This design comes from an exercise in tuning for small area on the open sky130 flow, not from production work.
Only simulation tests tie the RTL to the original design; equivalence was not proved.
Power figures rest on the tool's default switching activity, not on a simulated workload.

==> job 9446 <==
// fpga2
module fpga2(
    input clk,
    input rst,
    input volUP,
    input volDOWN,
    input candy,
    input increase,
    input decrease,
    input open,
    input mute,
    input play,
    input mode,
    output audio_mclk,
    output audio_lrck,
    output audio_sck,
    output audio_sdin,
    output reg IA,
    output IB,
    output reg IIA,
    output IIB,
    output [3:0] DIGIT,
    output [6:0] DISPLAY
);
    function [23:0] inc24(input [23:0] a, input ci);
        integer i; reg c;
        begin
            c = ci;
            for (i = 0; i < 24; i = i + 1) begin
                inc24[i] = a[i] ^ c;
                c = c & a[i];
            end
        end
    endfunction
    function [13:0] inc14(input [13:0] a);
        integer i; reg c;
        begin
            c = 1'b1;
            for (i = 0; i < 14; i = i + 1) begin
                inc14[i] = a[i] ^ c;
                c = c & a[i];
            end
        end
    endfunction
    function [8:0] inc9(input [8:0] a);
        integer i; reg c;
        begin
            c = 1'b1;
            for (i = 0; i < 9; i = i + 1) begin
                inc9[i] = a[i] ^ c;
                c = c & a[i];
            end
        end
    endfunction
    function lt4(input [3:0] a, input [3:0] b);
        integer i; reg l;
        begin
            l = 1'b0;
            for (i = 0; i < 4; i = i + 1)
                l = (~a[i] & b[i]) | (~(a[i] ^ b[i]) & l);
            lt4 = l;
        end
    endfunction
    function [2:0] btn_next(input [2:0] s, input b);
        case ({b, s})
            4'd0: btn_next = 3'd0;
            4'd3: btn_next = 3'd0;
            4'd1: btn_next = 3'd0;
            4'd5: btn_next = 3'd0;
            4'd7: btn_next = 3'd4;
            4'd6: btn_next = 3'd0;
            4'd2: btn_next = 3'd0;
            4'd4: btn_next = 3'd0;
            4'd8: btn_next = 3'd3;
            4'd11: btn_next = 3'd1;
  ...
clock: 150.0 ns
lec_check: 0
abc_area: 1
cap_margin: 20
core_margin: 2
core_utilization: 40
slew_margin: 20
synth_memory_max_bits: 65536
standard.sh (not shown) runs the stock make flow with config.mk's settings and CLKGATE_MAP_FILE= SYNTH_SCRIPT=/design/flow/synth_recipe.tcl, a recipe that flattens the netlist after the stock synthesis.
==> flow/flow/run.sh <==
#!/bin/bash
# Own layout flow: the standard synthesis (unchanged), then an area
# re-mapping of its combinational logic with ABC (flip-flops untouched; a few
# randomised runs, the smallest kept, and proved equivalent to the standard
# netlist, else the standard netlist is used), then the standard ORFS steps
# from floorplan to finish with 1x port buffers and a clock tree of clkbuf_4
# without dummy loads. Each tool's output goes to its own log here.
set -euo pipefail
W=$PWD
R=$W/orfs/results/sky130hd/fpga2/base
YOSYS=$(command -v yosys || echo /OpenROAD-flow-scripts/tools/install/yosys/bin/yosys)
export LIBF=$FLOW_HOME/platforms/sky130hd/lib/sky130_fd_sc_hd__tt_025C_1v80.lib
export FLOW_TOP
DU=""
for c in $(sed -n '/DONT_USE_CELLS += /,/^#/p' $FLOW_HOME/platforms/sky130hd/config.mk | grep -o 'sky130_fd_sc_hd__[a-z0-9_]*'); do DU="$DU -dont_use $c"; done
export DONT_USE_ARGS="$DU"

bash standard.sh synth > log_synth_standard.txt 2>&1
cp $R/1_2_yosys.v $W/synth_standard.v

for S in 1 2 3 4; do
  printf 'strash\n&get -n\n&deepsyn -T 60 -S %s\n&put\ndch\namap\n' $S > $W/area_$S.abc
  ( IN_V=$W/synth_standard.v OUT_V=$W/synth_reopt_$S.v STAT_OUT=$W/reopt_stat_$S.txt \
    ABC_SCRIPT=$W/area_$S.abc ABC_CONSTR=$W/flow/abc.constr \
    timeout 900 $YOSYS -c flow/reopt.tcl > log_reopt_yosys_$S.txt 2>&1 || true ) &
done
wait

BEST=""; BA=""
for S in 1 2 3 4; do
  [ -s $W/synth_reopt_$S.v ] || continue
  A=$(grep "Chip area for module" $W/reopt_stat_$S.txt | awk '{print $NF}')
  if [ -z "$BA" ] || awk "BEGIN{exit !($A < $BA)}"; then BA=$A; BEST=$S; fi
done
echo "best reopt: $BEST area $BA" > reopt_choice.txt

if [ -n "$BEST" ] && GOLD_V=$W/synth_standard.v GATE_V=$W/synth_reopt_$BEST.v \
     timeout 900 $YOSYS -c flow/equiv.tcl > log_equiv_yosys.txt 2>&1; then
  echo "equivalence proved; using re-mapped netlist $BEST" >> reopt_choice.txt
  cp $W/synth_reopt_$BEST.v $R/1_2_yosys.v
  rm -f $R/1_synth.odb $R/1_synth.sdc
else
  echo "no proved re-mapped netlist; using the standard netlist" >> reopt_choice.txt
fi

bash standard.sh finish \
  "BUFFER_PORTS_ARGS=-buffer_cell sky130_fd_sc_hd__buf_1" \
  "CTS_ARGS=-sink_clustering_enable -repair_clock_nets -dont_use_dummy_load -buf_list sky130_fd_sc_hd__clkbuf_4" \
  > log_orfs_finish.txt 2>&1
Other scripts of this flow, unchanged in this note and not shown: flow/flow/abc.constr, flow/flow/equiv.tcl, flow/flow/reopt.tcl
==> job 3532: changes against job 9446 <==
--- a/flow/design.v
+++ b/flow/design.v
@@ -2253,87 +2253,95 @@
             10'd1021: romR = 4'd5;
             10'd1022: romR = 4'd5;
             10'd1023: romR = 4'd11;
             default: romR = 4'd11;
         endcase
     end
     wire [3:0] idxL = play ? romL : 4'd8;
     wire [3:0] idxR = play ? romR : 4'd11;
-    reg [11:0] divL, divR;
+    reg [13:0] imgL, imgR;
     always @(*) begin
         case (idxL)
-            4'd0: divL = 12'd1896;
-            4'd1: divL = 12'd996;
-            4'd2: divL = 12'd2381;
-            4'd4: divL = 12'd2122;
-            4'd5: divL = 12'd1260;
-            4'd6: divL = 12'd1415;
-            4'd8: divL = 12'd1;
-            4'd9: divL = 12'd1183;
-            4'd10: divL = 12'd1587;
-            4'd13: divL = 12'd1055;
-            4'd15: divL = 12'd1683;
-            default: divL = 12'd1;
+            4'd0: imgL = 14'h2911;  
+            4'd1: imgL = 14'h1cb0;  
+            4'd2: imgL = 14'h1db0;  
+            4'd4: imgL = 14'h2c4f;  
+            4'd5: imgL = 14'h0c18;  
+            4'd6: imgL = 14'h0cce;  
+            4'd8: imgL = 14'h0e84;  
+            4'd9: imgL = 14'h1ff7;  
+            4'd10: imgL = 14'h29b4;  
+            4'd13: imgL = 14'h25e4;  
+            4'd15: imgL = 14'h2d90;  
+            default: imgL = 14'h0e84;
         endcase
     end
     always @(*) begin
         case (idxR)
-            4'd0: divR = 12'd235;
-            4'd1: divR = 12'd314;
-            4'd2: divR = 12'd332;
-            4'd3: divR = 12'd249;
-            4'd4: divR = 12'd209;
-            4'd5: divR = 12'd395;
-            4'd6: divR = 12'd176;
-            4'd7: divR = 12'd197;
-            4'd8: divR = 12'd279;
-            4'd9: divR = 12'd166;
-            4'd10: divR = 12'd295;
-            4'd11: divR = 12'd1;
-            4'd12: divR = 12'd221;
-            4'd13: divR = 12'd147;
-            4'd14: divR = 12'd352;
-            4'd15: divR = 12'd263;
-            default: divR = 12'd1;
+            4'd0: imgR = 14'h3515;  
+            4'd1: imgR = 14'h1340;  
+            4'd2: imgR = 14'h1db3;  
+            4'd3: imgR = 14'h34d0;  
+            4'd4: imgR = 14'h1741;  
+            4'd5: imgR = 14'h37b9;  
+            4'd6: imgR = 14'h1873;  
+            4'd7: imgR = 14'h2ba9;  
+            4'd8: imgR = 14'h241c;  
+            4'd9: imgR = 14'h1636;  
+            4'd10: imgR = 14'h2989;  
+            4'd11: imgR = 14'h04d2;  
+            4'd12: imgR = 14'h1941;  
+            4'd13: imgR = 14'h3c21;  
+            4'd14: imgR = 14'h015a;  
+            4'd15: imgR = 14'h2cc5;  
+            default: imgR = 14'h04d2;
         endcase
     end
-    reg [2:0] cur_vol;
+    localparam [13:0] NS0_L = 14'h2742;
+    function [13:0] nstepL(input [13:0] s);
+        nstepL = {s[12:0], s[13] ^ s[1] ^ s[6] ^ s[8] ^ (s[12:0] == 13'd0)};
+    endfunction
+    localparam [13:0] NS0_R = 14'h0269;
+    function [13:0] nstepR(input [13:0] s);
+        nstepR = {s[12:0], s[13] ^ s[2] ^ s[7] ^ s[12] ^ (s[12:0] == 13'd0)};
+    endfunction
+    reg [2:0] vol_u;
     always @(posedge clk) begin
         if (rst_pulse)
-            cur_vol <= 3'd3;
-        else if (volUP_pulse && !volDOWN_pulse && cur_vol != 3'd5)
-            cur_vol <= cur_vol + 3'd1;
-        else if (!volUP_pulse && volDOWN_pulse && cur_vol != 3'd0)
-            cur_vol <= cur_vol - 3'd1;
+            vol_u <= 3'd3;
+        else if (volUP_pulse && !volDOWN_pulse)
+            vol_u <= (vol_u == 3'd0) ? 3'd5 : (vol_u == 3'd1) ? 3'd1 : vol_u - 3'd1;
+        else if (!volUP_pulse && volDOWN_pulse)
+            vol_u <= (vol_u == 3'd5) ? 3'd0 : (vol_u == 3'd0) ? 3'd0 : vol_u + 3'd1;
     end
     reg [13:0] cntL, cntR;
     reg b_clk, c_clk;
-    wire hitL = (cntL == {2'b00, divL});
-    wire hitR = (cntR == {2'b00, divR});
+    wire hitL = (cntL == imgL);
+    wire hitR = (cntR == imgR);
     always @(posedge clk) begin
         if (rst_pulse) begin
-            cntL <= 14'd0;
-            cntR <= 14'd0;
+            cntL <= NS0_L;
+            cntR <= NS0_R;
             b_clk <= 1'b0;
             c_clk <= 1'b0;
         end else begin
-            cntL <= hitL ? 14'd0 : inc14(cntL);
-            cntR <= hitR ? 14'd0 : inc14(cntR);
+            cntL <= hitL ? NS0_L : nstepL(cntL);
+            cntR <= hitR ? NS0_R : nstepR(cntR);
             b_clk <= b_clk ^ hitL;
             c_clk <= c_clk ^ hitR;
         end
     end
     reg [2:0] s_u;
     reg s_silL, s_silR, s_posL, s_posR;
     always @(posedge clk or posedge rst_pulse) begin
         if (rst_pulse)
             s_u <= 3'd0;
         else if (load_tick)
-            s_u <= (mute || cur_vol == 3'd0) ? 3'd0 : 3'd6 - cur_vol;
+            s_u <= mute ? 3'd0 : vol_u;
     end
     always @(posedge clk) begin
         if (load_tick) begin
             s_silL <= (idxL == 4'd8);
             s_silR <= (idxR == 4'd11);
             s_posL <= b_clk;
             s_posR <= c_clk;
         end
==> flow/flow/run.sh (replaced) <==
#!/bin/bash
# Own layout flow: the standard synthesis (unchanged), then an area
# re-mapping of its combinational logic with ABC (flip-flops untouched; 12
# randomised deepsyn runs, 4 at a time, the smallest kept and proved
# equivalent to the standard netlist, else the standard netlist is used), then the standard ORFS steps
# from floorplan to finish with 1x port buffers and a clock tree of clkbuf_4
# without dummy loads. Each tool's output goes to its own log here.
set -euo pipefail
W=$PWD
R=$W/orfs/results/sky130hd/fpga2/base
YOSYS=$(command -v yosys || echo /OpenROAD-flow-scripts/tools/install/yosys/bin/yosys)
export LIBF=$FLOW_HOME/platforms/sky130hd/lib/sky130_fd_sc_hd__tt_025C_1v80.lib
export FLOW_TOP
DU=""
for c in $(sed -n '/DONT_USE_CELLS += /,/^#/p' $FLOW_HOME/platforms/sky130hd/config.mk | grep -o 'sky130_fd_sc_hd__[a-z0-9_]*'); do DU="$DU -dont_use $c"; done
export DONT_USE_ARGS="$DU"

bash standard.sh synth > log_synth_standard.txt 2>&1
cp $R/1_2_yosys.v $W/synth_standard.v

for B in 0 4 8; do
  for S in $((B+1)) $((B+2)) $((B+3)) $((B+4)); do
    printf 'strash\n&get -n\n&deepsyn -T 60 -S %s\n&put\ndch\namap\n' $S > $W/area_$S.abc
    ( IN_V=$W/synth_standard.v OUT_V=$W/synth_reopt_$S.v STAT_OUT=$W/reopt_stat_$S.txt \
      ABC_SCRIPT=$W/area_$S.abc ABC_CONSTR=$W/flow/abc.constr \
      timeout 900 $YOSYS -c flow/reopt.tcl > log_reopt_yosys_$S.txt 2>&1 || true ) &
  done
  wait
done

BEST=""; BA=""
for S in 1 2 3 4 5 6 7 8 9 10 11 12; do
  [ -s $W/synth_reopt_$S.v ] || continue
  A=$(grep "Chip area for module" $W/reopt_stat_$S.txt | awk '{print $NF}')
  if [ -z "$BA" ] || awk "BEGIN{exit !($A < $BA)}"; then BA=$A; BEST=$S; fi
done
echo "best reopt: $BEST area $BA" > reopt_choice.txt

if [ -n "$BEST" ] && GOLD_V=$W/synth_standard.v GATE_V=$W/synth_reopt_$BEST.v \
     timeout 900 $YOSYS -c flow/equiv.tcl > log_equiv_yosys.txt 2>&1; then
  echo "equivalence proved; using re-mapped netlist $BEST" >> reopt_choice.txt
  cp $W/synth_reopt_$BEST.v $R/1_2_yosys.v
  rm -f $R/1_synth.odb $R/1_synth.sdc
else
  echo "no proved re-mapped netlist; using the standard netlist" >> reopt_choice.txt
fi

bash standard.sh finish \
  "BUFFER_PORTS_ARGS=-buffer_cell sky130_fd_sc_hd__buf_1" \
  "CTS_ARGS=-sink_clustering_enable -repair_clock_nets -dont_use_dummy_load -buf_list sky130_fd_sc_hd__clkbuf_4" \
  > log_orfs_finish.txt 2>&1
CORE_UTILIZATION = 55   (was 40)
==> run summary <==
In clock power, job 9446 and job 3532 hardly differ. In clock-buffer cell count, job 9446 and job 3532 do not differ. Against job 9446, the fmax of job 3532 is lower by 1.1%. Between job 3532 and job 9446, the lower final cell count is in job 3532 (gap 4.7%, measured against job 9446). Between job 3532 and job 9446, the lower die area is in job 3532 (gap 27%, measured against job 9446). In job 3532 the clock skew is lower than in job 9446, by 0.011 ns. In job 9446 the core utilization is lower than in job 3532, by 15 points.

[port drivers added, routing unchanged]
The results above use ideal ports. As a check the final layouts listed here were re-extracted and re-timed, cells and wires unchanged.
Step 1, drivers: a clkbuf_16 drives clk and a buf_2 each remaining input, both assumed.
Step 2 times the ports against the registers' clock, not the clock port: input delays grow and output delays shrink by t, the midpoint of the rising clock arrivals with the driver on.
Slacks: ideal ports / drivers / drivers and shift; pairs: ideal ports / drivers.
run	t (ns)	slack for setup (ns)	worst setup path at the end	worst data-port slew with drivers (ns)
job 9446	0.522	116.092 / 116.103 / 115.581	input to register	0.04
job 3532	0.519	115.717 / 115.726 / 115.207	input to register	0.05
After both steps setup and hold are still met in every run listed. For job 9446, which loses most, drivers alone change the setup slack by +0.011 ns; drivers and shift together by -0.511 ns.
